This is an optimization exercise on Yosys and OpenROAD, whose aim is small area, not a production implementation. Where RTL was checked, it was by simulation tests only, not by an equivalence proof against the original. Power is estimated from default activity; no workload was simulated.

==> module cfg_test_top, before the edit <==
module cfg_test_top(
    input             clk ,
    input             rstn ,
    input      [31:0] addr ,
    input      [31:0] wdata ,
    output reg [31:0] rdata ,
    output            rdata_vld ,
    input             wr ,
    input             rd
);
wire [5:0] a = addr[5:0];
reg        rd_count_mode;
reg        sample_mode;
reg [31:0] r02, r03, r04, r10, r11, r12, r13, r14;
always @(posedge clk) begin
    if (!rstn) begin
        rd_count_mode <= 1'b0;
        sample_mode   <= 1'b0;
        r02 <= 32'd0;
        r03 <= 32'd0;
        r04 <= 32'd0;
        r10 <= 32'd0;
        r11 <= 32'd0;
        r12 <= 32'd0;
        r13 <= 32'd0;
        r14 <= 32'd0;
    end else if (wr) begin
        case (a)
            6'h00: rd_count_mode <= wdata[0];
            6'h01: sample_mode   <= wdata[0];
            6'h02: r02 <= wdata;
            6'h03: r03 <= wdata;
            6'h04: r04 <= wdata;
            6'h10: r10 <= wdata;
            6'h11: r11 <= wdata;
            6'h12: r12 <= wdata;
            6'h13: r13 <= wdata;
            6'h14: r14 <= wdata;
            default: ;
        endcase
    end
end
reg        rst_d;
always @(posedge clk)
    rst_d <= ~rstn;
reg  [18:0] up;
reg         s_prev;
wire        s = |up[18:7] | (up[6:5] == 2'b11 & |up[4:2]);    
always @(posedge clk) begin
    up     <= rstn ? up + 19'd1 : 19'd0;
    s_prev <= s;
end
wire e = s & ~s_prev;
reg  [31:0] acc;
wire        is23 = (a == 6'h23);
wire [31:0] acc_inc = acc + {31'd0, sample_mode ? s : e};
always @(posedge clk) begin
    if (!rstn)
        acc <= 32'd0;
    else if (wr && is23)
        acc <= wdata;
    else if (rd && is23 && !rd_count_mode)
        acc <= 32'd0;
    else
        acc <= acc_inc;
end
reg  [5:0] ar;
reg  [31:0] x;
wire [31:0] p1 = (ar == 6'h02) ? x : r02;
always @(posedge clk)
    x <= (a[0] ? acc : (a[5] ? p1 : r02)) + {31'd0, a[0] ? (sample_mode & s) : a[5]};
reg        v1, v2;
always @(posedge clk) begin
    ar <= {a[5:1], a[0] | (rst_d & a[5] & ~a[1])};
    v1 <= rd;
    v2 <= v1;
end
assign rdata_vld = v2;
always @(posedge clk) begin
    case (ar)
        6'h00: rdata <= {31'd0, rd_count_mode};
        6'h01: rdata <= {31'd0, sample_mode};
        6'h02: rdata <= r02;
        6'h03: rdata <= r03;
        6'h04: rdata <= r04;
        6'h10: rdata <= r10;
        6'h11: rdata <= r11;
        6'h12: rdata <= r12;
        6'h13: rdata <= r13;
        6'h14: rdata <= r14;
        6'h20: rdata <= x;
        6'h21: rdata <= 32'h1;
        6'h22: rdata <= 32'h0;
        6'h23: rdata <= x;
        default: rdata <= 32'hF0F0F0F0;
    endcase
end
endmodule
Settings: LEC_CHECK=0, CAP_MARGIN=0, CORE_MARGIN=2, CORE_UTILIZATION=70, CTS_BUF_LIST=sky130_fd_sc_hd__clkbuf_8, CTS_CLUSTER_DIAMETER=100, CTS_CLUSTER_SIZE=16, SLEW_MARGIN=0; clock period 5.0 ns.
standard.sh (not shown) runs the stock make flow with config.mk's settings and CLKGATE_MAP_FILE= SYNTH_SCRIPT=/design/flow/synth_recipe.tcl, a recipe that flattens the netlist after the stock synthesis.
==> flow/flow/run.sh <==
#!/bin/bash
set -euo pipefail
work=$(pwd)
rm -rf "$work/scripts"
mkdir -p "$work/scripts"
cp -r "$FLOW_HOME/scripts/." "$work/scripts/"
cp "$work/flow/abc.script" "$work/scripts/abc_speed.script"
export SCRIPTS_DIR="$work/scripts"
export BUFFER_PORTS_ARGS="-buffer_cell sky130_fd_sc_hd__buf_1"
bash standard.sh > "$work/orfs_make.log" 2>&1
==> flow/flow/abc.script <==
&get -n
&st
&syn4
&dch
&nf -a -R 1000
&put
The baseline passed the timing, DRC and antenna checks.
Then changed:
--- a/flow/design.v
+++ b/flow/design.v
@@ -7,10 +7,36 @@
     output            rdata_vld ,
     input             wr ,
     input             rd
 );
 wire [5:0] a = addr[5:0];
+function [31:0] inc32(input [31:0] q, input ci);
+    integer i;
+    reg     c;
+    begin
+        c = ci;
+        for (i = 0; i < 32; i = i + 1) begin
+            inc32[i] = q[i] ^ c;
+            c        = c & q[i];
+        end
+    end
+endfunction
+function [31:0] inc32b(input [31:0] q, input ci);
+    integer i, k;
+    reg     c, bc;
+    begin
+        bc = ci;
+        for (k = 0; k < 8; k = k + 1) begin
+            c = bc;
+            for (i = 4 * k; i < 4 * k + 4; i = i + 1) begin
+                inc32b[i] = q[i] ^ c;
+                c         = c & q[i];
+            end
+            bc = bc & (&q[4 * k +: 4]);
+        end
+    end
+endfunction
 reg        rd_count_mode;
 reg        sample_mode;
 reg [31:0] r02, r03, r04, r10, r11, r12, r13, r14;
 always @(posedge clk) begin
     if (!rstn) begin
@@ -45,17 +71,17 @@
     rst_d <= ~rstn;
 reg  [18:0] up;
 reg         s_prev;
 wire        s = |up[18:7] | (up[6:5] == 2'b11 & |up[4:2]);    
 always @(posedge clk) begin
-    up     <= rstn ? up + 19'd1 : 19'd0;
+    up     <= rstn ? inc32b({13'd0, up}, 1'b1) : 19'd0;
     s_prev <= s;
 end
 wire e = s & ~s_prev;
 reg  [31:0] acc;
 wire        is23 = (a == 6'h23);
-wire [31:0] acc_inc = acc + {31'd0, sample_mode ? s : e};
+wire [31:0] acc_inc = inc32b(acc, sample_mode ? s : e);
 always @(posedge clk) begin
     if (!rstn)
         acc <= 32'd0;
     else if (wr && is23)
         acc <= wdata;
@@ -66,11 +92,11 @@
 end
 reg  [5:0] ar;
 reg  [31:0] x;
 wire [31:0] p1 = (ar == 6'h02) ? x : r02;
 always @(posedge clk)
-    x <= (a[0] ? acc : (a[5] ? p1 : r02)) + {31'd0, a[0] ? (sample_mode & s) : a[5]};
+    x <= inc32b(a[0] ? acc : (a[5] ? p1 : r02), a[0] ? (sample_mode & s) : a[5]);
 reg        v1, v2;
 always @(posedge clk) begin
     ar <= {a[5:1], a[0] | (rst_d & a[5] & ~a[1])};
     v1 <= rd;
     v2 <= v1;
The changed run produced a clean layout.
Design area drops by about 1%.
Setup slack loses 0.028 ns.
Critical path depth went down by 3.
Total power barely changes.
Utilization came out lower by 0.56 points.
Combinational power came out lower by about 6%.
Sequential share of layout area rose by 0.53 points.
Count of clock-buffer cells in the layout is unchanged.
Routed wire length came out lower by about 4.6%.
Function not checked in the second run of this note: the RTL went through the layout flow alone.

[re-timing with driven ports]
The results above use ideal ports. As a check the final layouts listed here were re-extracted and re-timed, cells and wires unchanged.
Step 1, drivers: a clkbuf_16 drives clk and a buf_2 each remaining input, both assumed.
Step 2 adds t to the input delays and takes it off the output delays; t is the mean of the earliest and latest rising clock arrival at the registers after step 1. Input paths then give back, and output paths get back, about the clock's delay inside the block.
a / b / c = no drivers / after step 1 / after step 2; a / b = the first two.
| run | t, ns | slack for setup (ns) | latest minus earliest clock arrival (ns) | worst register clock-pin slew, ns |
|---|---|---|---|---|
| the first run | 0.633 | 0.423 / 0.423 / 0.072 | 0.016 / 0.017 | 0.11 / 0.11 |
| the second run | 0.647 | 0.395 / 0.395 / 0.207 | 0.015 / 0.015 | 0.11 / 0.11 |
After both steps setup and hold are still met in every run listed. The setup slack of the first run, which loses most, moves by 0.000 ns with the drivers and by -0.351 ns with both steps.
